From an optimization exercise on the open Yosys and OpenROAD flow, aimed at small area and a short achievable clock period; shortcuts taken in it are not production practice. No run shown here included a check of the RTL's function; only the layout flow was run. No activity file was given, so power comes from the tool's default toggle rates.

**flow/run.sh**
```bash
#!/bin/bash
# Standard ORFS layout with three changes:
#  - after the standard synthesis, full adders are re-polarised (flow/fapol.py)
#    to drop most of the inverters Yosys leaves between them;
#  - input ports are buffered with buf_4 (flow/pre_place.tcl) and output
#    ports with buf_1, instead of the default buffer cell.
# Each tool's output goes to a log file of its own in this folder.
set -euo pipefail
R=orfs/results/${FLOW_PLATFORM}/systolic_array/base
bash standard.sh synth > synth.log 2>&1
python3 flow/fapol.py $R/1_2_yosys.v $R/1_2_yosys_pol.v > fapol.log 2>&1
cp $R/1_2_yosys.v 1_2_yosys_std.v
mv $R/1_2_yosys_pol.v $R/1_2_yosys.v
rm -f $R/1_synth.odb $R/1_synth.sdc
export PRE_GLOBAL_PLACE_TCL=$PWD/flow/pre_place.tcl
export POST_GLOBAL_PLACE_TCL=$PWD/flow/post_place.tcl
export BUFFER_PORTS_ARGS="-outputs -buffer_cell sky130_fd_sc_hd__buf_1"
bash standard.sh finish > layout.log 2>&1
```
**flow/fapol.py**
```python
#!/usr/bin/env python3
"""Re-polarise full adders in a flat sky130hd Yosys netlist.

A full adder is self-dual: FA(~a,~b,~c) = (~sum, ~cout).  Yosys's extract_fa
leaves many inverters between adders; this flips adders (inverting all their
inputs and outputs) where that lowers the number of inverters needed, then
rebuilds the inverters: one per signal that some load needs inverted.
usage: fapol.py IN.v OUT.v"""
import re, sys
from collections import defaultdict

src = open(sys.argv[1]).read()
m = re.search(r'^module\s+(\S+)\s*\((.*?)\);', src, re.S | re.M)
top_ports = set(p.strip() for p in m.group(2).split(','))
inst_re = re.compile(r'^(\s*)(sky130_fd_sc_hd__\w+)\s+(\S+)\s*\((.*?)\);\n', re.S | re.M)
pin_re = re.compile(r'\.(\w+)\(\s*(.*?)\s*\)(?=\s*,|\s*$)', re.S)

OUTS = {'X', 'Y', 'Q', 'Q_N', 'SUM', 'COUT', 'HI', 'LO'}
insts = []          # dicts: type, name, pins(dict), span
for mm in inst_re.finditer(src):
    pins = {k: v.strip() for k, v in pin_re.findall(mm.group(4))}
    insts.append(dict(type=mm.group(2), name=mm.group(3), pins=pins, span=mm.span(), indent=mm.group(1)))

driver = {}
loads = defaultdict(list)   # net -> [(inst_idx, pin)]
for i, c in enumerate(insts):
    for p, n in c['pins'].items():
        if p in OUTS:
            driver[n] = (i, p)
        else:
            loads[n].append((i, p))

def is_inv(c):
    return c['type'] in ('sky130_fd_sc_hd__inv_1', 'sky130_fd_sc_hd__inv_2', 'sky130_fd_sc_hd__clkinv_1')

assigned = set()
for am in re.finditer(r'^\s*assign\s+(.*?)\s*=\s*(.*?);', src, re.M):
    assigned.add(am.group(1).strip()); assigned.add(am.group(2).strip())

def portlike(n):
    base = n.split('[')[0].strip()
    return base in top_ports or n in assigned or base in assigned

# removable inverters: input driven by a non-inverter cell, output not portlike
rem = set()
for i, c in enumerate(insts):
    if is_inv(c):
        a, y = c['pins']['A'], c['pins']['Y']
        d = driver.get(a)
        if d is None or is_inv(insts[d[0]]) or portlike(y) or portlike(a):
            continue
        # keep inverters that feed other inverters (chains) as they are
        if any(is_inv(insts[j]) for j, _ in loads[y]):
            continue
        rem.add(i)

# consumers per root: root = net driven by non-inverter (or anything not removed)
# need list entries: (inst_idx, pin, pol) with pol relative to root
need = defaultdict(list)
for n, ls in list(loads.items()):
    d = driver.get(n)
    if d is not None and d[0] in rem:
        continue   # handled through the inverter below
    for (j, p) in ls:
        if j in rem:
            continue
        need[n].append((j, p, 0))
for i in rem:
    a, y = insts[i]['pins']['A'], insts[i]['pins']['Y']
    for (j, p) in loads[y]:
        need[a].append((j, p, 1))

FA = [i for i, c in enumerate(insts) if c['type'].startswith('sky130_fd_sc_hd__fa_')]
isfa = set(FA)
flip = {i: 0 for i in FA}
# simple gates that can invert their output by swapping to the complementary
# cell: type -> (complement type, output pin map, area change)
P = 'sky130_fd_sc_hd__'
COMP = {
    P + 'and2_1': (P + 'nand2_1', ('X', 'Y'), -2.5024),
    P + 'nand2_1': (P + 'and2_1', ('Y', 'X'), 2.5024),
    P + 'or2_1': (P + 'nor2_1', ('X', 'Y'), -2.5024),
    P + 'nor2_1': (P + 'or2_1', ('Y', 'X'), 2.5024),
    P + 'and3_1': (P + 'nand3_1', ('X', 'Y'), -1.2512),
    P + 'nand3_1': (P + 'and3_1', ('Y', 'X'), 1.2512),
    P + 'xor2_1': (P + 'xnor2_1', ('X', 'Y'), 0.0),
    P + 'xnor2_1': (P + 'xor2_1', ('Y', 'X'), 0.0),
}
GATES = [i for i, c in enumerate(insts) if c['type'] in COMP]
gflip = {i: 0 for i in GATES}
INV_AREA = 3.7536

def gate_roots(i):
    c = insts[i]
    return {c['pins'][p] for p in c['pins'] if p in OUTS}

def gdelta(i):
    return COMP[insts[i]['type']][2] if gflip[i] else 0.0

for i in FA:
    for p in ('A', 'B', 'CIN'):
        n = insts[i]['pins'][p]
        if n.startswith("1'") or n not in need and driver.get(n) is None:
            flip[i] = None   # constant or undriven input: leave alone

def phys(r):
    d = driver.get(r)
    if d and d[0] in isfa and flip.get(d[0]):
        return 1
    if d and d[0] in gflip and gflip[d[0]]:
        return 1
    return 0

def root_cost(r):
    ph = phys(r)
    for (j, p, q) in need[r]:
        want = q ^ (flip[j] if j in isfa and flip[j] else 0)
        if want != ph:
            return 1
    return 0

def roots_of(i):
    rs = set()
    c = insts[i]
    for p in ('A', 'B', 'CIN'):
        rs.add(inroot[(i, p)])
    for p in ('SUM', 'COUT'):
        if p in c['pins']:
            rs.add(c['pins'][p])
    return rs

inroot = {}
for r, lst in need.items():
    for (j, p, q) in lst:
        inroot[(j, p)] = r
for i in FA:
    for p in ('A', 'B', 'CIN'):
        if (i, p) not in inroot:
            flip[i] = None

total0 = sum(root_cost(r) for r in need)
improved = True
rounds = 0
while improved and rounds < 50:
    improved = False; rounds += 1
    for i in FA:
        if flip[i] is None:
            continue
        # compound move: flip the adder and every swappable gate driving it
        gs = []
        for pn in ('A', 'B', 'CIN'):
            d = driver.get(inroot[(i, pn)])
            if d and d[0] in gflip and all(r in need for r in gate_roots(d[0])):
                gs.append(d[0])
        gs = sorted(set(gs))
        for move in ([], gs):
            rs = set(roots_of(i))
            for g in move:
                rs |= gate_roots(g)
            before = INV_AREA * sum(root_cost(r) for r in rs) + sum(gdelta(g) for g in move)
            flip[i] ^= 1
            for g in move:
                gflip[g] ^= 1
            after = INV_AREA * sum(root_cost(r) for r in rs) + sum(gdelta(g) for g in move)
            if after < before - 1e-9:
                improved = True
                break
            flip[i] ^= 1
            for g in move:
                gflip[g] ^= 1
# simulated annealing on top of the greedy result, now also over the gates
improved = True
while improved:
    improved = False
    for i in GATES:
        rs = gate_roots(i)
        if not all(r in need for r in rs):
            continue
        before = INV_AREA * sum(root_cost(r) for r in rs) + gdelta(i)
        gflip[i] ^= 1
        after = INV_AREA * sum(root_cost(r) for r in rs) + gdelta(i)
        if after < before - 1e-9:
            improved = True
        else:
            gflip[i] ^= 1
    for i in FA:
        if flip[i] is None:
            continue
        # compound move: flip the adder and every swappable gate driving it
        gs = []
        for pn in ('A', 'B', 'CIN'):
            d = driver.get(inroot[(i, pn)])
            if d and d[0] in gflip and all(r in need for r in gate_roots(d[0])):
                gs.append(d[0])
        gs = sorted(set(gs))
        for move in ([], gs):
            rs = set(roots_of(i))
            for g in move:
                rs |= gate_roots(g)
            before = INV_AREA * sum(root_cost(r) for r in rs) + sum(gdelta(g) for g in move)
            flip[i] ^= 1
            for g in move:
                gflip[g] ^= 1
            after = INV_AREA * sum(root_cost(r) for r in rs) + sum(gdelta(g) for g in move)
            if after < before - 1e-9:
                improved = True
                break
            flip[i] ^= 1
            for g in move:
                gflip[g] ^= 1
import random, math
rng = random.Random(1)
cand = [i for i in FA if flip[i] is not None]
rootsets = {i: roots_of(i) for i in cand}
cur = sum(root_cost(r) for r in need)
best = cur; best_flip = dict(flip)
T = 2.0
steps = 200 * len(cand)
for step in range(steps):
    i = rng.choice(cand)
    rs = rootsets[i]
    before = sum(root_cost(r) for r in rs)
    flip[i] ^= 1
    d = sum(root_cost(r) for r in rs) - before
    if d <= 0 or rng.random() < math.exp(-d / T):
        cur += d
        if cur < best:
            best = cur; best_flip = dict(flip)
    else:
        flip[i] ^= 1
    T = max(0.05, 2.0 * (1 - step / steps))
flip = best_flip
total1 = sum(root_cost(r) for r in need)
print(f"inverters removable {len(rem)}; roots needing an inverter {total0} -> {total1}; "
      f"flipped {sum(1 for v in flip.values() if v)} of {len(FA)}", file=sys.stderr)

# rebuild: for each root, physical polarity ph; loads wanting ~ph get net inv_<k>
newpins = {i: dict(c['pins']) for i, c in enumerate(insts)}
new_invs = []
k = 0
for r, lst in need.items():
    ph = phys(r)
    wrong = []
    for (j, p, q) in lst:
        if (q ^ (flip[j] if j in isfa and flip[j] else 0)) != ph:
            wrong.append((j, p))
        else:
            newpins[j][p] = r
    if not wrong:
        continue
    k += 1
    nn = f"_fapol_{k}_"
    new_invs.append((f"_fapol_inv_{k}_", r, nn))
    for (j, p) in wrong:
        newpins[j][p] = nn
def esc(n):
    return n + " " if n.startswith("\\") else n

# flipped FA outputs keep their net names (they now carry the complement)
out = []
pos = 0
wires = []
for i, c in enumerate(insts):
    s, e = c['span']
    out.append(src[pos:s]); pos = e
    if i in rem:
        continue
    pins = newpins[i]
    if i in gflip and gflip[i]:
        ct, (po, pn), _ = COMP[c['type']]
        pins = {(pn if k == po else k): v for k, v in pins.items()}
        c = dict(c); c['type'] = ct
    body = ",\n".join(f"{c['indent']}    .{p}({esc(n)})" for p, n in pins.items())
    out.append(f"{c['indent']}{c['type']} {c['name']} (\n{body}\n{c['indent']}  );\n")
out.append(src[pos:])
txt = "".join(out)
decl = "".join(f"  wire {nn};\n" for _, _, nn in new_invs)
cells = "".join(f"  sky130_fd_sc_hd__inv_1 {name} (\n    .A({esc(r)}),\n    .Y({nn})\n  );\n" for name, r, nn in new_invs)
idx = txt.rindex("endmodule")
txt = txt[:idx] + cells + txt[idx:]
# declare wires right after the port list
mm = re.search(r'^module\s+\S+\s*\(.*?\);\n', txt, re.S | re.M)
txt = txt[:mm.end()] + decl + txt[mm.end():]
open(sys.argv[2], 'w').write(txt)
print(f"removed {len(rem)} inverters, added {len(new_invs)}; swapped {sum(gflip.values())} gates "
      f"(area change {sum(gdelta(i) for i in GATES):.1f})", file=sys.stderr)
```
**flow/post_place.tcl**
```tcl
# Undo the dont_touch of pre_place.tcl once global placement is done, so that
# later steps treat the input buffers like any other cell.
foreach inst [get_cells -filter "ref_name == sky130_fd_sc_hd__buf_4"] {
  unset_dont_touch $inst
}
```
**flow/pre_place.tcl**
```tcl
# Remove synthesis buffers (as the timing-driven placement does) and buffer
# the input ports here with buf_4; global_place.tcl then buffers the outputs.
# The input buffers are marked dont_touch so that the timing-driven
# placement's remove_buffers keeps them.
remove_buffers
buffer_ports -inputs -buffer_cell sky130_fd_sc_hd__buf_4
foreach inst [get_cells -filter "ref_name == sky130_fd_sc_hd__buf_4"] {
  set_dont_touch $inst
}
```
**standard.sh**
```bash
#!/bin/bash
# synth_recipe.tcl (not shown) runs the flow's synth.tcl, then flattens the netlist and writes it again
# the make line also repeats each setting of config.mk as NAME=value (left out here)
make -C /OpenROAD-flow-scripts/flow DESIGN_CONFIG=/design/flow/config.mk WORK_HOME=/design/flow/orfs CLKGATE_MAP_FILE= SYNTH_SCRIPT=/design/flow/synth_recipe.tcl "${@:-finish}"
```
**config.mk**
```make
export PLATFORM = sky130hd
export DESIGN_NAME = systolic_array
export DESIGN_NICKNAME = systolic_array
export VERILOG_FILES = /design/flow/design.v
export SDC_FILE = /design/flow/constraint.sdc
export NUM_CORES = 4
export LEC_CHECK = 0
export CAP_MARGIN = 20
export CORE_MARGIN = 2
export CORE_UTILIZATION = 40
export SETUP_SLACK_MARGIN = 4.2
export SLEW_MARGIN = 20
export SYNTH_HIERARCHICAL = 1
```
**constraint.sdc**
```tcl
create_clock -name core_clock -period 9.0 [get_ports {clk}]
set_input_delay 1.8000 -clock core_clock [delete_from_list [all_inputs] [get_ports {clk}]]
set_output_delay 1.8000 -clock core_clock [all_outputs]
set_load 0.01 [all_outputs]
```
**design.v**
```verilog
module mac_add8 (
  input  logic [7:0] x, y,
  output logic [7:0] s,
  output logic        co
);
  wire [7:0] g = x & y;
  wire [7:0] p = x ^ y;
  wire G1_1 = g[1] | (p[1] & g[0]);
  wire P1_1 = p[1] & p[0];
  wire G1_3 = g[3] | (p[3] & g[2]);
  wire P1_3 = p[3] & p[2];
  wire G1_5 = g[5] | (p[5] & g[4]);
  wire P1_5 = p[5] & p[4];
  wire G1_7 = g[7] | (p[7] & g[6]);
  wire P1_7 = p[7] & p[6];
  wire G2_2 = g[2] | (p[2] & G1_1);
  wire P2_2 = p[2] & P1_1;
  wire G2_3 = G1_3 | (P1_3 & G1_1);
  wire P2_3 = P1_3 & P1_1;
  wire G2_6 = g[6] | (p[6] & G1_5);
  wire P2_6 = p[6] & P1_5;
  wire G2_7 = G1_7 | (P1_7 & G1_5);
  wire P2_7 = P1_7 & P1_5;
  wire G4_4 = g[4] | (p[4] & G2_3);
  wire P4_4 = p[4] & P2_3;
  wire G4_5 = G1_5 | (P1_5 & G2_3);
  wire P4_5 = P1_5 & P2_3;
  wire G4_6 = G2_6 | (P2_6 & G2_3);
  wire P4_6 = P2_6 & P2_3;
  wire G4_7 = G2_7 | (P2_7 & G2_3);
  wire P4_7 = P2_7 & P2_3;
  assign s[0] = p[0];
  assign s[1] = p[1] ^ g[0];
  assign s[2] = p[2] ^ G1_1;
  assign s[3] = p[3] ^ G2_2;
  assign s[4] = p[4] ^ G2_3;
  assign s[5] = p[5] ^ G4_4;
  assign s[6] = p[6] ^ G4_5;
  assign s[7] = p[7] ^ G4_6;
  assign co = G4_7;
endmodule
module mac_inc8 (
  input  logic [7:0] x,
  input  logic pc,
  output logic [7:0] s,
  output logic co
);
  always_comb begin
    for (int i = 0; i < 8; i++) s[i] = x[i] ^ (pc & (&(x | (8'hff << i))));
  end
  assign co = pc & (&x);
endmodule
module mac (
  input  logic clk,
  input  logic zero,       
  input  logic [7:0] a,    
  input  logic [7:0] b,    
  output logic [31:0] accumulate
);
  logic [15:0] lo_q, hi_q;
  logic pc8_q, up_q, dn_q;
  logic [15:0] lo_v, hi_v, lo, hi;
  logic cy, up, dn;
  assign lo_v[7:0] = lo_q[7:0];
  mac_inc8 u_inc (.x(lo_q[15:8]), .pc(pc8_q), .s(lo_v[15:8]), .co(cy));
  assign up = up_q | (cy & ~dn_q);
  assign dn = dn_q & ~cy;
  always_comb begin
    for (int i = 0; i < 16; i++) begin
      hi_v[i] = hi_q[i] ^ ((up & (&(hi_q | (16'hffff << i)))) |
                           (dn & ~(|(hi_q & ~(16'hffff << i)))));
    end
  end
  assign lo = lo_v & {16{~zero}};
  assign hi = hi_v & {16{~zero}};
  assign accumulate = {hi, lo};
  wire pp1 = a[0] & b[0];
  wire pp2 = a[0] & b[1];
  wire pp3 = a[0] & b[2];
  wire pp4 = a[0] & b[3];
  wire pp5 = a[0] & b[4];
  wire pp6 = a[0] & b[5];
  wire pp7 = a[0] & b[6];
  wire pp8 = ~(a[0] & b[7]);
  wire pp9 = a[1] & b[0];
  wire pp10 = a[1] & b[1];
  wire pp11 = a[1] & b[2];
  wire pp12 = a[1] & b[3];
  wire pp13 = a[1] & b[4];
  wire pp14 = a[1] & b[5];
  wire pp15 = a[1] & b[6];
  wire pp16 = ~(a[1] & b[7]);
  wire pp17 = a[2] & b[0];
  wire pp18 = a[2] & b[1];
  wire pp19 = a[2] & b[2];
  wire pp20 = a[2] & b[3];
  wire pp21 = a[2] & b[4];
  wire pp22 = a[2] & b[5];
  wire pp23 = a[2] & b[6];
  wire pp24 = ~(a[2] & b[7]);
  wire pp25 = a[3] & b[0];
  wire pp26 = a[3] & b[1];
  wire pp27 = a[3] & b[2];
  wire pp28 = a[3] & b[3];
  wire pp29 = a[3] & b[4];
  wire pp30 = a[3] & b[5];
  wire pp31 = a[3] & b[6];
  wire pp32 = ~(a[3] & b[7]);
  wire pp33 = a[4] & b[0];
  wire pp34 = a[4] & b[1];
  wire pp35 = a[4] & b[2];
  wire pp36 = a[4] & b[3];
  wire pp37 = a[4] & b[4];
  wire pp38 = a[4] & b[5];
  wire pp39 = a[4] & b[6];
  wire pp40 = ~(a[4] & b[7]);
  wire pp41 = a[5] & b[0];
  wire pp42 = a[5] & b[1];
  wire pp43 = a[5] & b[2];
  wire pp44 = a[5] & b[3];
  wire pp45 = a[5] & b[4];
  wire pp46 = a[5] & b[5];
  wire pp47 = a[5] & b[6];
  wire pp48 = ~(a[5] & b[7]);
  wire pp49 = a[6] & b[0];
  wire pp50 = a[6] & b[1];
  wire pp51 = a[6] & b[2];
  wire pp52 = a[6] & b[3];
  wire pp53 = a[6] & b[4];
  wire pp54 = a[6] & b[5];
  wire pp55 = a[6] & b[6];
  wire pp56 = ~(a[6] & b[7]);
  wire pp57 = ~(a[7] & b[0]);
  wire pp58 = ~(a[7] & b[1]);
  wire pp59 = ~(a[7] & b[2]);
  wire pp60 = ~(a[7] & b[3]);
  wire pp61 = ~(a[7] & b[4]);
  wire pp62 = ~(a[7] & b[5]);
  wire pp63 = ~(a[7] & b[6]);
  wire pp64 = a[7] & b[7];
  wire s65 = lo[5] ^ pp6;
  wire c66 = lo[5] & pp6;
  wire s67 = lo[6] ^ pp7 ^ pp14;
  wire c68 = (lo[6] & pp7) | (lo[6] & pp14) | (pp7 & pp14);
  wire s69 = pp21 ^ pp28;
  wire c70 = pp21 & pp28;
  wire s71 = lo[7] ^ pp8 ^ pp15;
  wire c72 = (lo[7] & pp8) | (lo[7] & pp15) | (pp8 & pp15);
  wire s73 = pp22 ^ pp29 ^ pp36;
  wire c74 = (pp22 & pp29) | (pp22 & pp36) | (pp29 & pp36);
  wire s75 = pp43 ^ pp50;
  wire c76 = pp43 & pp50;
  wire s77 = 1'b1 ^ lo[8] ^ pp16;
  wire c78 = (1'b1 & lo[8]) | (1'b1 & pp16) | (lo[8] & pp16);
  wire s79 = pp23 ^ pp30 ^ pp37;
  wire c80 = (pp23 & pp30) | (pp23 & pp37) | (pp30 & pp37);
  wire s81 = pp44 ^ pp51 ^ pp58;
  wire c82 = (pp44 & pp51) | (pp44 & pp58) | (pp51 & pp58);
  wire s83 = lo[9] ^ pp24 ^ pp31;
  wire c84 = (lo[9] & pp24) | (lo[9] & pp31) | (pp24 & pp31);
  wire s85 = pp38 ^ pp45 ^ pp52;
  wire c86 = (pp38 & pp45) | (pp38 & pp52) | (pp45 & pp52);
  wire s87 = lo[10] ^ pp32 ^ pp39;
  wire c88 = (lo[10] & pp32) | (lo[10] & pp39) | (pp32 & pp39);
  wire s89 = lo[3] ^ pp4;
  wire c90 = lo[3] & pp4;
  wire s91 = lo[4] ^ pp5 ^ pp12;
  wire c92 = (lo[4] & pp5) | (lo[4] & pp12) | (pp5 & pp12);
  wire s93 = pp19 ^ pp26;
  wire c94 = pp19 & pp26;
  wire s95 = pp13 ^ pp20 ^ pp27;
  wire c96 = (pp13 & pp20) | (pp13 & pp27) | (pp20 & pp27);
  wire s97 = pp34 ^ pp41 ^ s65;
  wire c98 = (pp34 & pp41) | (pp34 & s65) | (pp41 & s65);
  wire s99 = pp35 ^ pp42 ^ pp49;
  wire c100 = (pp35 & pp42) | (pp35 & pp49) | (pp42 & pp49);
  wire s101 = c66 ^ s69 ^ s67;
  wire c102 = (c66 & s69) | (c66 & s67) | (s69 & s67);
  wire s103 = pp57 ^ c70 ^ s75;
  wire c104 = (pp57 & c70) | (pp57 & s75) | (c70 & s75);
  wire s105 = c68 ^ s71 ^ s73;
  wire c106 = (c68 & s71) | (c68 & s73) | (s71 & s73);
  wire s107 = c76 ^ c72 ^ c74;
  wire c108 = (c76 & c72) | (c76 & c74) | (c72 & c74);
  wire s109 = s77 ^ s79 ^ s81;
  wire c110 = (s77 & s79) | (s77 & s81) | (s79 & s81);
  wire s111 = pp59 ^ c78 ^ c80;
  wire c112 = (pp59 & c78) | (pp59 & c80) | (c78 & c80);
  wire s113 = c82 ^ s83 ^ s85;
  wire c114 = (c82 & s83) | (c82 & s85) | (s83 & s85);
  wire s115 = pp46 ^ pp53 ^ pp60;
  wire c116 = (pp46 & pp53) | (pp46 & pp60) | (pp53 & pp60);
  wire s117 = c84 ^ c86 ^ s87;
  wire c118 = (c84 & c86) | (c84 & s87) | (c86 & s87);
  wire s119 = lo[11] ^ pp40 ^ pp47;
  wire c120 = (lo[11] & pp40) | (lo[11] & pp47) | (pp40 & pp47);
  wire s121 = pp54 ^ pp61 ^ c88;
  wire c122 = (pp54 & pp61) | (pp54 & c88) | (pp61 & c88);
  wire s123 = lo[12] ^ pp48 ^ pp55;
  wire c124 = (lo[12] & pp48) | (lo[12] & pp55) | (pp48 & pp55);
  wire s125 = lo[2] ^ pp3;
  wire c126 = lo[2] & pp3;
  wire s127 = pp11 ^ pp18 ^ pp25;
  wire c128 = (pp11 & pp18) | (pp11 & pp25) | (pp18 & pp25);
  wire s129 = pp33 ^ c90 ^ s93;
  wire c130 = (pp33 & c90) | (pp33 & s93) | (c90 & s93);
  wire s131 = c94 ^ c92 ^ s95;
  wire c132 = (c94 & c92) | (c94 & s95) | (c92 & s95);
  wire s133 = c96 ^ s99 ^ c98;
  wire c134 = (c96 & s99) | (c96 & c98) | (s99 & c98);
  wire s135 = c100 ^ s103 ^ c102;
  wire c136 = (c100 & s103) | (c100 & c102) | (s103 & c102);
  wire s137 = c104 ^ c106 ^ s107;
  wire c138 = (c104 & c106) | (c104 & s107) | (c106 & s107);
  wire s139 = c108 ^ c110 ^ s111;
  wire c140 = (c108 & c110) | (c108 & s111) | (c110 & s111);
  wire s141 = s115 ^ c112 ^ c114;
  wire c142 = (s115 & c112) | (s115 & c114) | (c112 & c114);
  wire s143 = c116 ^ s119 ^ c118;
  wire c144 = (c116 & s119) | (c116 & c118) | (s119 & c118);
  wire s145 = pp62 ^ c120 ^ s123;
  wire c146 = (pp62 & c120) | (pp62 & s123) | (c120 & s123);
  wire s147 = lo[13] ^ pp56 ^ pp63;
  wire c148 = (lo[13] & pp56) | (lo[13] & pp63) | (pp56 & pp63);
  wire s149 = lo[1] ^ pp2;
  wire c150 = lo[1] & pp2;
  wire s151 = pp10 ^ pp17 ^ s125;
  wire c152 = (pp10 & pp17) | (pp10 & s125) | (pp17 & s125);
  wire s153 = c126 ^ s89 ^ s127;
  wire c154 = (c126 & s89) | (c126 & s127) | (s89 & s127);
  wire s155 = c128 ^ s91 ^ s129;
  wire c156 = (c128 & s91) | (c128 & s129) | (s91 & s129);
  wire s157 = c130 ^ s97 ^ s131;
  wire c158 = (c130 & s97) | (c130 & s131) | (s97 & s131);
  wire s159 = c132 ^ s101 ^ s133;
  wire c160 = (c132 & s101) | (c132 & s133) | (s101 & s133);
  wire s161 = s105 ^ c134 ^ s135;
  wire c162 = (s105 & c134) | (s105 & s135) | (c134 & s135);
  wire s163 = s109 ^ c136 ^ s137;
  wire c164 = (s109 & c136) | (s109 & s137) | (c136 & s137);
  wire s165 = s113 ^ c138 ^ s139;
  wire c166 = (s113 & c138) | (s113 & s139) | (c138 & s139);
  wire s167 = s117 ^ c140 ^ s141;
  wire c168 = (s117 & c140) | (s117 & s141) | (c140 & s141);
  wire s169 = s121 ^ c142 ^ s143;
  wire c170 = (s121 & c142) | (s121 & s143) | (c142 & s143);
  wire s171 = c122 ^ s145 ^ c144;
  wire c172 = (c122 & s145) | (c122 & c144) | (s145 & c144);
  wire s173 = c124 ^ s147 ^ c146;
  wire c174 = (c124 & s147) | (c124 & c146) | (s147 & c146);
  wire s175 = lo[14] ^ pp64 ^ c148;
  wire c176 = (lo[14] & pp64) | (lo[14] & c148) | (pp64 & c148);
  wire s177 = 1'b1 ^ lo[15];
  wire c178 = 1'b1 & lo[15];
  wire [15:0] ra = {c176, c174, c172, c170, c168, c166, c164, c162, c160, c158, c156, c154, c152, c150, s149, lo[0]};
  wire [15:0] rb = {s177, s175, s173, s171, s169, s167, s165, s163, s161, s159, s157, s155, s153, s151, pp9, pp1};
  wire [15:0] sum;
  wire c8, c16;
  mac_add8 u_add_lo (.x(ra[7:0]), .y(rb[7:0]), .s(sum[7:0]), .co(c8));
  mac_add8 u_add_hi (.x(ra[15:8]), .y(rb[15:8]), .s(sum[15:8]), .co(c16));
  wire t16 = c178;
  always_ff @(posedge clk) begin
    lo_q <= sum;
    pc8_q <= c8;
    hi_q <= hi;
    up_q <= c16 & t16;
    dn_q <= ~c16 & ~t16;
  end
endmodule
module systolic_array #(
  parameter int ROW_DIM = 4
) (
  input logic clk, rst,
  input logic en, clear,
  input logic signed [7:0] row0_in, row1_in, row2_in, row3_in,
  input logic signed [7:0] col0_in, col1_in, col2_in, col3_in,
  output logic signed [31:0] mac00, mac01, mac02, mac03,  
  output logic signed [31:0] mac10, mac11, mac12, mac13,
  output logic signed [31:0] mac20, mac21, mac22, mac23,
  output logic signed [31:0] mac30, mac31, mac32, mac33
);
  logic [7:0] x1 [4], x2 [4], x3 [4];
  logic [3:1] valid;
  logic [7:0] col_in [4];
  assign col_in[0] = col0_in;
  assign col_in[1] = col1_in;
  assign col_in[2] = col2_in;
  assign col_in[3] = col3_in;
  always_ff @(posedge clk or posedge rst) begin
    if (rst) valid <= '0;
    else if (clear) valid <= '0;
    else if (en) valid <= {valid[2:1], 1'b1};
  end
  logic [3:0] zero;
  always_ff @(posedge clk or posedge rst) begin
    if (rst) zero <= 4'hf;
    else zero <= {4{clear}} | (zero & {4{~en}});
  end
  always_ff @(posedge clk) begin
    if (en) begin
      for (int c = 0; c < 4; c++) begin
        x1[c] <= col_in[c];
        x2[c] <= x1[c];
        x3[c] <= x2[c];
      end
    end
  end
  logic [7:0] a0, a1, a2, a3;
  assign a0 = row0_in & {8{en}};
  assign a1 = row1_in & {8{en}};
  assign a2 = row2_in & {8{en}};
  assign a3 = row3_in & {8{en}};
  logic [7:0] b1 [4], b2 [4], b3 [4];
  always_comb begin
    for (int c = 0; c < 4; c++) begin
      b1[c] = x1[c] & {8{valid[1]}};
      b2[c] = x2[c] & {8{valid[2]}};
      b3[c] = x3[c] & {8{valid[3]}};
    end
  end
  mac u00 (.clk, .zero(zero[0]), .a(a0), .b(col0_in), .accumulate(mac00));
  mac u01 (.clk, .zero(zero[1]), .a(a1), .b(b1[0]),   .accumulate(mac01));
  mac u02 (.clk, .zero(zero[2]), .a(a2), .b(b2[0]),   .accumulate(mac02));
  mac u03 (.clk, .zero(zero[3]), .a(a3), .b(b3[0]),   .accumulate(mac03));
  mac u10 (.clk, .zero(zero[0]), .a(a0), .b(col1_in), .accumulate(mac10));
  mac u11 (.clk, .zero(zero[1]), .a(a1), .b(b1[1]),   .accumulate(mac11));
  mac u12 (.clk, .zero(zero[2]), .a(a2), .b(b2[1]),   .accumulate(mac12));
  mac u13 (.clk, .zero(zero[3]), .a(a3), .b(b3[1]),   .accumulate(mac13));
  mac u20 (.clk, .zero(zero[0]), .a(a0), .b(col2_in), .accumulate(mac20));
  mac u21 (.clk, .zero(zero[1]), .a(a1), .b(b1[2]),   .accumulate(mac21));
  mac u22 (.clk, .zero(zero[2]), .a(a2), .b(b2[2]),   .accumulate(mac22));
  mac u23 (.clk, .zero(zero[3]), .a(a3), .b(b3[2]),   .accumulate(mac23));
  mac u30 (.clk, .zero(zero[0]), .a(a0), .b(col3_in), .accumulate(mac30));
  mac u31 (.clk, .zero(zero[1]), .a(a1), .b(b1[3]),   .accumulate(mac31));
  mac u32 (.clk, .zero(zero[2]), .a(a2), .b(b2[3]),   .accumulate(mac32));
  mac u33 (.clk, .zero(zero[3]), .a(a3), .b(b3[3]),   .accumulate(mac33));
endmodule
```
==> results.ini, run 1 <==
[outcome]
status=complete, no violations

[power]
combPwrFrac=0.553
power_mw=20.9
power_leakage_nw=33.5
seq_power_share=0.248
power_switching_mw=8.80
clkPwrFrac=0.199
power.internal_mw=12.1
powerDensity_nw_per_um2=268
swShare=0.421
irDropWorstVdd_uv=218

[logic_synthesis]
syn_area_per_cell_um2=9.83
synth_area_um2=64200
synthCells=6528
ys_warn_count=23
syn_nets=7828

[finish]
fillers=14900
largestRegisters=x1 x32, x2 x32, x3 x32
drive_above_1_share=0.206
area_growth_pct=21.5
final_cell_mix=fa_1, inv_1, and2_1
fin_nets=8659
layout_commonest_cell=fa_1

[critical_path]
start_kind=primary input
cp-end-kind=flop
worstPathCellList=buf_16 > and2_4 > buf_4 > nand2_2 > fa_2 > fa_1 > inv_1 > fa_1 > fa_1 > ha_2 > fa_2 > a21o_1 > a21o_2 > fa_2 > xor2_1
slowest_delay_ps=500
crit_fanout=10
critPathSlowestCell=fa_1
required_ps=9610
critPathArrivalTime_ps=5730
crit_buf_inv=3
crit_family=adder cells
path_class=primary input to flop

[placement]
dp_hpwl_um=140000
dpl_worst_slack_ps=2120
port_buffers=579

[drt]
wl_um=205000
vias=50900
drt-initial-drc-count=3112
remaining_drc_errors=0
wire_per_inst_um=21.6
vias_per_cell=5.34
drt-pass1-iter-count=5
ant_nets=0

[timing]
worst_pin_slew_ps=730
drv_slew=0
timing.final.ws_setup_ps=3870
whs_ps=440
final_hold_viol_count=0
slew_headroom=0.512
max_freq_ghz=0.195
finalSetupViolCount=0
fin_crit_sh=0.570
period_needed_ps=5130
finClkSkew_ps=48.7
rsz0062_at_grt=true
finalSetupTns_ps=0

[clock_network]
clock_sinks=663
cts_made_buffers=91
path_clk_slew_ps=60
cts_max_level=3
clockBufferDepth=3
cts_tree=yes
cts_root_buf=clkbuf_16
clock_latency_ps=740

[global_routing]
grt_max_degree=80
use_met3=0.0653
grt_pass1_vias=51700
grt_usage=0.248
grt-ovfl-total=0
met1_usage=0.311
grt_antenna_before_repair=6
grt_first_pass_wirelength_um=311000
top_usage_layer=met2
grt_util_met2=0.405

[floorplanning]
start_util=0.401
coreArea_um2=160000
die_w_um=405
die-area_um2=164000
io_pins=580
die-height_um=405
rows=147

[job]
max-cap-violations=0

[min_path]
hp-class=flop to flop

==> final timing paths <==
check                                        start  slack [ps]  cells after the start                   end
min in group asynchronous                      rst        1050                      2  valid[3]$_DFFE_PP0P_
max in group asynchronous                      rst        7660                      2     zero[1]$_DFF_PP1_
worst max-delay path                            en        3870                     15  u22.lo_q[13]$_DFF_P_
worst max register to register   zero[0]$_DFF_PP1_        4050                     14  u30.lo_q[13]$_DFF_P_
worst min-delay path            x2[0][7]$_DFFE_PP_         440                      0    x3[0][7]$_DFFE_PP_
worst min register to register  x2[0][7]$_DFFE_PP_         440                      0    x3[0][7]$_DFFE_PP_
==> timing repair <==
action	CTS	global route
setup endpoints to repair	418	301
hold endpoints to repair	0	0
resized for setup	398	257
pin swaps	198	134
cloned	68	1
hold buffers	0	0
buffers inserted	180	57
==> power groups by stage <==
| stage | sequential [mW] | combinational (mW) | clock, mW |
|---|---|---|---|
| floorplan | 4.75 | 7.93 | 0 |
| detailed placement | 5.18 | 9.89 | 0 |
| CTS | 5.13 | 10.9 | 4.24 |
| finish | 5.19 | 11.5 | 4.15 |
| global placement | 5.15 | 9.64 | 0 |
| global route | 5.34 | 12.8 | 4.35 |
==> area by class of cell <==
type / count / area [um2] / area share
multi-input combinational: 5110 / 50000 / 0.641
sequential: 663 / 14400 / 0.184
timing repair buffer: 835 / 5160 / 0.0662
clock buffer: 121 / 2650 / 0.0340
tap: 2086 / 2610 / 0.0335
inverter: 658 / 2470 / 0.0317
clock inverter: 50 / 763 / 0.00979
antenna: 4 / 10.0 / 0.000128
==> through the flow <==
stage / cell area (um2) / instances / utilization
after global placement: 69200 / 9046 / 0.433
final: 78000 / 9527 / 0.487
after detailed placement: 69200 / 9046 / 0.433
after floorplan: 65000 / 6528 / -
after CTS: 76400 / 9465 / 0.477
after global routing: 78000 / 9523 / 0.487
==> layer usage <==
metal / part of all wire / vias up
li1: - / 23400
met1: 0.40 / 25500
met2: 0.47 / 1573
met3: 0.082 / 407
met4: 0.045 / 2
met5: 0.000063 / -
==> inputs of run 2 (changes only) <==
--- a/design.v
+++ b/design.v
@@ -1,78 +1,38 @@
 module mac_add8 (
   input  logic [7:0] x, y,
   output logic [7:0] s,
-  output logic        co
+  output logic       co
 );
-  wire [7:0] g = x & y;
-  wire [7:0] p = x ^ y;
-  wire G1_1 = g[1] | (p[1] & g[0]);
-  wire P1_1 = p[1] & p[0];
-  wire G1_3 = g[3] | (p[3] & g[2]);
-  wire P1_3 = p[3] & p[2];
-  wire G1_5 = g[5] | (p[5] & g[4]);
-  wire P1_5 = p[5] & p[4];
-  wire G1_7 = g[7] | (p[7] & g[6]);
-  wire P1_7 = p[7] & p[6];
-  wire G2_2 = g[2] | (p[2] & G1_1);
-  wire P2_2 = p[2] & P1_1;
-  wire G2_3 = G1_3 | (P1_3 & G1_1);
-  wire P2_3 = P1_3 & P1_1;
-  wire G2_6 = g[6] | (p[6] & G1_5);
-  wire P2_6 = p[6] & P1_5;
-  wire G2_7 = G1_7 | (P1_7 & G1_5);
-  wire P2_7 = P1_7 & P1_5;
-  wire G4_4 = g[4] | (p[4] & G2_3);
-  wire P4_4 = p[4] & P2_3;
-  wire G4_5 = G1_5 | (P1_5 & G2_3);
-  wire P4_5 = P1_5 & P2_3;
-  wire G4_6 = G2_6 | (P2_6 & G2_3);
-  wire P4_6 = P2_6 & P2_3;
-  wire G4_7 = G2_7 | (P2_7 & G2_3);
-  wire P4_7 = P2_7 & P2_3;
-  assign s[0] = p[0];
-  assign s[1] = p[1] ^ g[0];
-  assign s[2] = p[2] ^ G1_1;
-  assign s[3] = p[3] ^ G2_2;
-  assign s[4] = p[4] ^ G2_3;
-  assign s[5] = p[5] ^ G4_4;
-  assign s[6] = p[6] ^ G4_5;
-  assign s[7] = p[7] ^ G4_6;
-  assign co = G4_7;
+  assign {co, s} = {1'b0, x} + {1'b0, y};
 endmodule
-module mac_inc8 (
-  input  logic [7:0] x,
-  input  logic pc,
-  output logic [7:0] s,
-  output logic co
+module mac_out (
+  input  logic [15:0] lo_q, hi_q,
+  input  logic pc_q, up_q, dn_q,
+  output logic [15:0] lo, hi
 );
+  logic cy, up, dn;
+  assign {cy, lo[15:8]} = {1'b0, lo_q[15:8]} + 9'(pc_q);
+  assign lo[7:0] = lo_q[7:0];
+  assign up = up_q | (cy & ~dn_q);
+  assign dn = dn_q & ~cy;
   always_comb begin
-    for (int i = 0; i < 8; i++) s[i] = x[i] ^ (pc & (&(x | (8'hff << i))));
+    for (int i = 0; i < 16; i++) begin
+      hi[i] = hi_q[i] ^ ((up & (&(hi_q | (16'hffff << i)))) |
+                         (dn & ~(|(hi_q & ~(16'hffff << i)))));
+    end
   end
-  assign co = pc & (&x);
 endmodule
 module mac (
-  input  logic clk,
-  input  logic zero,       
+  input  logic clk, rst,
+  input  logic clear,
   input  logic [7:0] a,    
   input  logic [7:0] b,    
   output logic [31:0] accumulate
 );
   logic [15:0] lo_q, hi_q;
-  logic pc8_q, up_q, dn_q;
-  logic [15:0] lo_v, hi_v, lo, hi;
-  logic cy, up, dn;
-  assign lo_v[7:0] = lo_q[7:0];
-  mac_inc8 u_inc (.x(lo_q[15:8]), .pc(pc8_q), .s(lo_v[15:8]), .co(cy));
-  assign up = up_q | (cy & ~dn_q);
-  assign dn = dn_q & ~cy;
-  always_comb begin
-    for (int i = 0; i < 16; i++) begin
-      hi_v[i] = hi_q[i] ^ ((up & (&(hi_q | (16'hffff << i)))) |
-                           (dn & ~(|(hi_q & ~(16'hffff << i)))));
-    end
-  end
-  assign lo = lo_v & {16{~zero}};
-  assign hi = hi_v & {16{~zero}};
+  logic pc_q, up_q, dn_q;
+  logic [15:0] lo, hi;
+  mac_out u_out (.lo_q, .hi_q, .pc_q, .up_q, .dn_q, .lo, .hi);
   assign accumulate = {hi, lo};
   wire pp1 = a[0] & b[0];
   wire pp2 = a[0] & b[1];
@@ -256,15 +216,23 @@
   wire [15:0] rb = {s177, s175, s173, s171, s169, s167, s165, s163, s161, s159, s157, s155, s153, s151, pp9, pp1};
   wire [15:0] sum;
   wire c8, c16;
-  mac_add8 u_add_lo (.x(ra[7:0]), .y(rb[7:0]), .s(sum[7:0]), .co(c8));
+  mac_add8 u_add_lo (.x(ra[7:0]),  .y(rb[7:0]),  .s(sum[7:0]),  .co(c8));
   mac_add8 u_add_hi (.x(ra[15:8]), .y(rb[15:8]), .s(sum[15:8]), .co(c16));
   wire t16 = c178;
-  always_ff @(posedge clk) begin
-    lo_q <= sum;
-    pc8_q <= c8;
-    hi_q <= hi;
-    up_q <= c16 & t16;
-    dn_q <= ~c16 & ~t16;
+  always_ff @(posedge clk or posedge rst) begin
+    if (rst) begin
+      lo_q <= '0;
+      hi_q <= '0;
+      pc_q <= 1'b0;
+      up_q <= 1'b0;
+      dn_q <= 1'b0;
+    end else begin
+      lo_q <= clear ? 16'd0 : sum;
+      hi_q <= clear ? 16'd0 : hi;
+      pc_q <= ~clear & c8;
+      up_q <= ~clear & c16 & t16;
+      dn_q <= ~clear & ~c16 & ~t16;
+    end
   end
 endmodule
 module systolic_array #(
@@ -291,11 +259,6 @@
     else if (clear) valid <= '0;
     else if (en) valid <= {valid[2:1], 1'b1};
   end
-  logic [3:0] zero;
-  always_ff @(posedge clk or posedge rst) begin
-    if (rst) zero <= 4'hf;
-    else zero <= {4{clear}} | (zero & {4{~en}});
-  end
   always_ff @(posedge clk) begin
     if (en) begin
       for (int c = 0; c < 4; c++) begin
@@ -305,33 +268,29 @@
       end
     end
   end
-  logic [7:0] a0, a1, a2, a3;
-  assign a0 = row0_in & {8{en}};
-  assign a1 = row1_in & {8{en}};
-  assign a2 = row2_in & {8{en}};
-  assign a3 = row3_in & {8{en}};
-  logic [7:0] b1 [4], b2 [4], b3 [4];
+  logic [7:0] b0 [4], b1 [4], b2 [4], b3 [4];
   always_comb begin
     for (int c = 0; c < 4; c++) begin
-      b1[c] = x1[c] & {8{valid[1]}};
-      b2[c] = x2[c] & {8{valid[2]}};
-      b3[c] = x3[c] & {8{valid[3]}};
+      b0[c] = col_in[c] & {8{en}};
+      b1[c] = x1[c] & {8{en & valid[1]}};
+      b2[c] = x2[c] & {8{en & valid[2]}};
+      b3[c] = x3[c] & {8{en & valid[3]}};
     end
   end
-  mac u00 (.clk, .zero(zero[0]), .a(a0), .b(col0_in), .accumulate(mac00));
-  mac u01 (.clk, .zero(zero[1]), .a(a1), .b(b1[0]),   .accumulate(mac01));
-  mac u02 (.clk, .zero(zero[2]), .a(a2), .b(b2[0]),   .accumulate(mac02));
-  mac u03 (.clk, .zero(zero[3]), .a(a3), .b(b3[0]),   .accumulate(mac03));
-  mac u10 (.clk, .zero(zero[0]), .a(a0), .b(col1_in), .accumulate(mac10));
-  mac u11 (.clk, .zero(zero[1]), .a(a1), .b(b1[1]),   .accumulate(mac11));
-  mac u12 (.clk, .zero(zero[2]), .a(a2), .b(b2[1]),   .accumulate(mac12));
-  mac u13 (.clk, .zero(zero[3]), .a(a3), .b(b3[1]),   .accumulate(mac13));
-  mac u20 (.clk, .zero(zero[0]), .a(a0), .b(col2_in), .accumulate(mac20));
-  mac u21 (.clk, .zero(zero[1]), .a(a1), .b(b1[2]),   .accumulate(mac21));
-  mac u22 (.clk, .zero(zero[2]), .a(a2), .b(b2[2]),   .accumulate(mac22));
-  mac u23 (.clk, .zero(zero[3]), .a(a3), .b(b3[2]),   .accumulate(mac23));
-  mac u30 (.clk, .zero(zero[0]), .a(a0), .b(col3_in), .accumulate(mac30));
-  mac u31 (.clk, .zero(zero[1]), .a(a1), .b(b1[3]),   .accumulate(mac31));
-  mac u32 (.clk, .zero(zero[2]), .a(a2), .b(b2[3]),   .accumulate(mac32));
-  mac u33 (.clk, .zero(zero[3]), .a(a3), .b(b3[3]),   .accumulate(mac33));
+  mac u00 (.clk, .rst, .clear, .a(row0_in), .b(b0[0]), .accumulate(mac00));
+  mac u01 (.clk, .rst, .clear, .a(row1_in), .b(b1[0]),   .accumulate(mac01));
+  mac u02 (.clk, .rst, .clear, .a(row2_in), .b(b2[0]),   .accumulate(mac02));
+  mac u03 (.clk, .rst, .clear, .a(row3_in), .b(b3[0]),   .accumulate(mac03));
+  mac u10 (.clk, .rst, .clear, .a(row0_in), .b(b0[1]), .accumulate(mac10));
+  mac u11 (.clk, .rst, .clear, .a(row1_in), .b(b1[1]),   .accumulate(mac11));
+  mac u12 (.clk, .rst, .clear, .a(row2_in), .b(b2[1]),   .accumulate(mac12));
+  mac u13 (.clk, .rst, .clear, .a(row3_in), .b(b3[1]),   .accumulate(mac13));
+  mac u20 (.clk, .rst, .clear, .a(row0_in), .b(b0[2]), .accumulate(mac20));
+  mac u21 (.clk, .rst, .clear, .a(row1_in), .b(b1[2]),   .accumulate(mac21));
+  mac u22 (.clk, .rst, .clear, .a(row2_in), .b(b2[2]),   .accumulate(mac22));
+  mac u23 (.clk, .rst, .clear, .a(row3_in), .b(b3[2]),   .accumulate(mac23));
+  mac u30 (.clk, .rst, .clear, .a(row0_in), .b(b0[3]), .accumulate(mac30));
+  mac u31 (.clk, .rst, .clear, .a(row1_in), .b(b1[3]),   .accumulate(mac31));
+  mac u32 (.clk, .rst, .clear, .a(row2_in), .b(b2[3]),   .accumulate(mac32));
+  mac u33 (.clk, .rst, .clear, .a(row3_in), .b(b3[3]),   .accumulate(mac33));
 endmodule
==> flow/run.sh (replaced) <==
#!/bin/bash
# Standard ORFS layout with two changes:
#  - after the standard synthesis, full adders are re-polarised (flow/fapol.py)
#    to drop most of the inverters Yosys leaves between them;
#  - ports are buffered with sky130_fd_sc_hd__buf_1 instead of the default cell.
# Each tool's output goes to a log file of its own in this folder.
set -euo pipefail
R=orfs/results/${FLOW_PLATFORM}/systolic_array/base
bash standard.sh synth > synth.log 2>&1
python3 flow/fapol.py $R/1_2_yosys.v $R/1_2_yosys_pol.v > fapol.log 2>&1
cp $R/1_2_yosys.v 1_2_yosys_std.v
mv $R/1_2_yosys_pol.v $R/1_2_yosys.v
rm -f $R/1_synth.odb $R/1_synth.sdc
BUFFER_PORTS_ARGS="-buffer_cell sky130_fd_sc_hd__buf_1" bash standard.sh finish > layout.log 2>&1
--- a/flow/fapol.py
+++ b/flow/fapol.py
@@ -73,30 +73,6 @@
 FA = [i for i, c in enumerate(insts) if c['type'].startswith('sky130_fd_sc_hd__fa_')]
 isfa = set(FA)
 flip = {i: 0 for i in FA}
-# simple gates that can invert their output by swapping to the complementary
-# cell: type -> (complement type, output pin map, area change)
-P = 'sky130_fd_sc_hd__'
-COMP = {
-    P + 'and2_1': (P + 'nand2_1', ('X', 'Y'), -2.5024),
-    P + 'nand2_1': (P + 'and2_1', ('Y', 'X'), 2.5024),
-    P + 'or2_1': (P + 'nor2_1', ('X', 'Y'), -2.5024),
-    P + 'nor2_1': (P + 'or2_1', ('Y', 'X'), 2.5024),
-    P + 'and3_1': (P + 'nand3_1', ('X', 'Y'), -1.2512),
-    P + 'nand3_1': (P + 'and3_1', ('Y', 'X'), 1.2512),
-    P + 'xor2_1': (P + 'xnor2_1', ('X', 'Y'), 0.0),
-    P + 'xnor2_1': (P + 'xor2_1', ('Y', 'X'), 0.0),
-}
-GATES = [i for i, c in enumerate(insts) if c['type'] in COMP]
-gflip = {i: 0 for i in GATES}
-INV_AREA = 3.7536
-
-def gate_roots(i):
-    c = insts[i]
-    return {c['pins'][p] for p in c['pins'] if p in OUTS}
-
-def gdelta(i):
-    return COMP[insts[i]['type']][2] if gflip[i] else 0.0
-
 for i in FA:
     for p in ('A', 'B', 'CIN'):
         n = insts[i]['pins'][p]
@@ -106,8 +82,6 @@
 def phys(r):
     d = driver.get(r)
     if d and d[0] in isfa and flip.get(d[0]):
-        return 1
-    if d and d[0] in gflip and gflip[d[0]]:
         return 1
     return 0
 
@@ -146,68 +120,15 @@
     for i in FA:
         if flip[i] is None:
             continue
-        # compound move: flip the adder and every swappable gate driving it
-        gs = []
-        for pn in ('A', 'B', 'CIN'):
-            d = driver.get(inroot[(i, pn)])
-            if d and d[0] in gflip and all(r in need for r in gate_roots(d[0])):
-                gs.append(d[0])
-        gs = sorted(set(gs))
-        for move in ([], gs):
-            rs = set(roots_of(i))
-            for g in move:
-                rs |= gate_roots(g)
-            before = INV_AREA * sum(root_cost(r) for r in rs) + sum(gdelta(g) for g in move)
-            flip[i] ^= 1
-            for g in move:
-                gflip[g] ^= 1
-            after = INV_AREA * sum(root_cost(r) for r in rs) + sum(gdelta(g) for g in move)
-            if after < before - 1e-9:
-                improved = True
-                break
-            flip[i] ^= 1
-            for g in move:
-                gflip[g] ^= 1
-# simulated annealing on top of the greedy result, now also over the gates
-improved = True
-while improved:
-    improved = False
-    for i in GATES:
-        rs = gate_roots(i)
-        if not all(r in need for r in rs):
-            continue
-        before = INV_AREA * sum(root_cost(r) for r in rs) + gdelta(i)
-        gflip[i] ^= 1
-        after = INV_AREA * sum(root_cost(r) for r in rs) + gdelta(i)
-        if after < before - 1e-9:
+        rs = roots_of(i)
+        before = sum(root_cost(r) for r in rs)
+        flip[i] ^= 1
+        after = sum(root_cost(r) for r in rs)
+        if after < before:
             improved = True
         else:
-            gflip[i] ^= 1
-    for i in FA:
-        if flip[i] is None:
-            continue
-        # compound move: flip the adder and every swappable gate driving it
-        gs = []
-        for pn in ('A', 'B', 'CIN'):
-            d = driver.get(inroot[(i, pn)])
-            if d and d[0] in gflip and all(r in need for r in gate_roots(d[0])):
-                gs.append(d[0])
-        gs = sorted(set(gs))
-        for move in ([], gs):
-            rs = set(roots_of(i))
-            for g in move:
-                rs |= gate_roots(g)
-            before = INV_AREA * sum(root_cost(r) for r in rs) + sum(gdelta(g) for g in move)
             flip[i] ^= 1
-            for g in move:
-                gflip[g] ^= 1
-            after = INV_AREA * sum(root_cost(r) for r in rs) + sum(gdelta(g) for g in move)
-            if after < before - 1e-9:
-                improved = True
-                break
-            flip[i] ^= 1
-            for g in move:
-                gflip[g] ^= 1
+# simulated annealing on top of the greedy result
 import random, math
 rng = random.Random(1)
 cand = [i for i in FA if flip[i] is not None]
@@ -266,10 +187,6 @@
     if i in rem:
         continue
     pins = newpins[i]
-    if i in gflip and gflip[i]:
-        ct, (po, pn), _ = COMP[c['type']]
-        pins = {(pn if k == po else k): v for k, v in pins.items()}
-        c = dict(c); c['type'] = ct
     body = ",\n".join(f"{c['indent']}    .{p}({esc(n)})" for p, n in pins.items())
     out.append(f"{c['indent']}{c['type']} {c['name']} (\n{body}\n{c['indent']}  );\n")
 out.append(src[pos:])
@@ -282,5 +199,4 @@
 mm = re.search(r'^module\s+\S+\s*\(.*?\);\n', txt, re.S | re.M)
 txt = txt[:mm.end()] + decl + txt[mm.end():]
 open(sys.argv[2], 'w').write(txt)
-print(f"removed {len(rem)} inverters, added {len(new_invs)}; swapped {sum(gflip.values())} gates "
-      f"(area change {sum(gdelta(i) for i in GATES):.1f})", file=sys.stderr)
+print(f"removed {len(rem)} inverters, added {len(new_invs)}", file=sys.stderr)
--- a/config.mk
+++ b/config.mk
@@ -8,6 +8,6 @@
 export CAP_MARGIN = 20
 export CORE_MARGIN = 2
 export CORE_UTILIZATION = 40
-export SETUP_SLACK_MARGIN = 4.2
+export SETUP_SLACK_MARGIN = 3
 export SLEW_MARGIN = 20
 export SYNTH_HIERARCHICAL = 1
removed: flow/post_place.tcl
removed: flow/pre_place.tcl
==> results.ini, run 2 <==
[outcome]
status=complete, no violations  ; unchanged

[finish]
final_cell_mix=fa_1, and2_1, nand2_1  ; was fa_1, inv_1, and2_1
multi_input_area_um2=45800  ; was 50000 um2
layout_commonest_cell=fa_1  ; unchanged
fillers=15900  ; was 14900
post-route-util=0.445  ; was 0.487
fin_area_um2=73500  ; was 78000 um2
layout.area.seq_um2=17000  ; was 14400 um2
drive_above_1_share=0.0645  ; was 0.206
largestRegisters=x1 x32, x2 x32, x3 x32  ; unchanged
fin_nets=8278  ; was 8659
area_growth_pct=10.4  ; was 21.5%

[drt]
vias_per_cell=5.11  ; was 5.34
vias=47400  ; was 50900
wire_per_inst_um=19.3  ; was 21.6 um
remaining_drc_errors=0  ; unchanged
drt-pass1-iter-count=5  ; unchanged
drt-initial-drc-count=2709  ; was 3112
wl_um=179000  ; was 205000 um
ant_nets=0  ; unchanged

[clock_network]
cts_hold_buffers=0  ; unchanged
clock_sinks=659  ; was 663
cts_made_buffers=89  ; was 91
cts_tree=yes  ; unchanged
path_clk_slew_ps=60  ; about the same
cts_max_level=3  ; unchanged
cts_root_buf=clkbuf_16  ; unchanged
clock_latency_ps=740  ; about the same
clockBufferDepth=3  ; unchanged

[logic_synthesis]
syn_area_per_cell_um2=10.2  ; was 9.83 um2
synthCells=6514  ; was 6528
ys_warn_count=25  ; was 23
synth_area_um2=66600  ; was 64200 um2
syn_nets=7798  ; was 7828

[critical_path]
crit_buf_inv=2  ; was 3
required_ps=9620  ; was 9610 ps
crit_family=adder cells  ; unchanged
cp-end-kind=flop  ; unchanged
start_kind=primary input  ; unchanged
critPathSlowestCell=clkbuf_2  ; was fa_1
path_class=primary input to flop  ; unchanged
worstPathCellList=clkbuf_2 > nand2_1 > fa_1 > inv_1 > fa_1 > fa_1 > fa_1 > ha_1 > fa_1 > a21oi_1 > nor2b_1 > a31oi_1 > o21ai_0 > and3b_1  ; was buf_16 > and2_4 > buf_4 > nand2_2 > fa_2 > fa_1 > inv_1 > fa_1 > fa_1 > ha_2 > fa_2 > a21o_1 > a21o_2 > fa_2 > xor2_1
critPathArrivalTime_ps=6360  ; was 5730 ps
crit_fanout=32  ; was 10
crit_top_cell=fa_1
slowest_delay_ps=690  ; was 500 ps

[power]
powerDensity_nw_per_um2=334  ; was 268 nW/um2
irDropWorstVdd_uv=226  ; was 218 uV
power_mw=24.6  ; was 20.9 mW
power_leakage_nw=33.8  ; was 33.5 nW

[job]
max-cap-violations=0  ; unchanged

[placement]
place_congestion=0.883
dpl_cell_area_um2=70200  ; was 69200 um2
dp_hpwl_um=139000  ; was 140000 um
port_buffers=579  ; unchanged

[timing]
max_freq_ghz=0.174  ; was 0.195 GHz
period_needed_ps=5740  ; was 5130 ps
fin_crit_sh=0.638  ; was 0.570
drv_slew=0  ; unchanged
whs_ps=438  ; was 440 ps
slew_headroom=0.334  ; was 0.512
final_hold_viol_count=0  ; unchanged
worst_pin_slew_ps=999  ; was 730 ps
finClkSkew_ps=50.2  ; was 48.7 ps
finalSetupViolCount=0  ; unchanged
finalSetupTns_ps=0  ; unchanged
rsz0062_at_grt=false  ; was true

[floorplanning]
die-height_um=412  ; was 405 um
rows=149  ; was 147
die_w_um=412  ; was 405 um
start_util=0.403  ; was 0.401
io_pins=580  ; unchanged
die-area_um2=170000  ; was 164000 um2
coreArea_um2=165000  ; was 160000 um2

[min_path]
hp-class=flop to flop  ; unchanged

[global_routing]
grt_antenna_before_repair=20  ; was 6
grt_max_degree=155  ; was 80
grt-ovfl-total=0  ; unchanged
grt_first_pass_wirelength_um=285000  ; was 311000 um
grt_pass1_vias=49900  ; was 51700
grt_usage=0.213  ; was 0.248

run 2: stage by stage:
stage          setup slack, ps  cells
6_report                  3260   9258
5_1_grt                   3020   9256
3_5_place_dp              2070   9090
2_1_floorplan             3210   6514
4_1_cts                   3070   9254
3_3_place_gp              2150   9090
run 2: layout make-up:
cell class / count / area share
multi-input cells: 5062 / 0.623
well taps: 2189 / 0.0373
flip-flops and latches: 659 / 0.231
clock inverters: 40 / 0.00742
repair buffers: 636 / 0.0375
inverters: 546 / 0.0279
clock buffers: 124 / 0.0363
diodes: 2 / 0.0000681
run 2: final timing paths:
path,slack (ps),end,depth (start not counted),start
max,3260,u11.up_q$_DFF_PP0_,14,row1_in[2]
min,440,x3[3][7]$_DFFE_PP_,0,x2[3][7]$_DFFE_PP_
max reg2reg,3580,u11.up_q$_DFF_PP0_,14,valid[1]$_DFFE_PP0P_
min reg2reg,440,x3[3][7]$_DFFE_PP_,0,x2[3][7]$_DFFE_PP_
max in group asynchronous,6780,u33.hi_q[8]$_DFF_PP0_,4,rst
min in group asynchronous,1310,u01.hi_q[15]$_DFF_PP0_,3,rst
run 2: layer usage:
layer / wire (um) / vias to the layer above / share of wire / track usage
li1: - / 22200 / - / -
met1: 78400 / 23800 / 0.44 / 0.285
met5: 132 / - / 0.00074 / 0
met3: 11100 / 294 / 0.062 / 0.0491
met4: 6130 / 22 / 0.034 / 0.0689
met2: 83200 / 1042 / 0.46 / 0.343
run 2: timing repair:
action | CTS | global route
pin swaps | 0 | 0
setup buffers | 0 | 0
cloned | 0 | 2
setup endpoints to repair | 20 | 40
gates resized for setup | 1 | 14
run 2: report_power, final:
| part | total (mW) | switching [mW] | internal, mW |
|---|---|---|---|
| logic | 15.5 | 8.33 | 7.14 |
| clock network | 3.87 | 1.55 | 2.32 |
| registers | 5.23 | 1.18 | 4.05 |

[static timing again, ports no longer ideal]
No port has a modelled driver above. Below, the same layouts with a new extraction and two added sets of constraints. Step 1, drivers: a clkbuf_16 drives clk and a buf_2 each remaining input, both assumed. Step 2 also shifts input and output timing later by t, the mid clock arrival at the registers, as if the neighbouring blocks saw the same clock. Slacks: no drivers / after step 1 / after step 2; pairs: no drivers / after step 1.
run | t (ns) | setup WS [ns] | worst data-port slew with drivers (ns)
run 1 | 0.797 | 3.873 / 3.255 / 2.458 | 0.89
run 2 | 0.799 | 3.261 / 3.257 / 2.457 | 0.22
After both steps setup and hold are still met in every run listed. The setup slack of run 1, which loses most, moves by -0.618 ns with the drivers and by -1.415 ns with both steps.
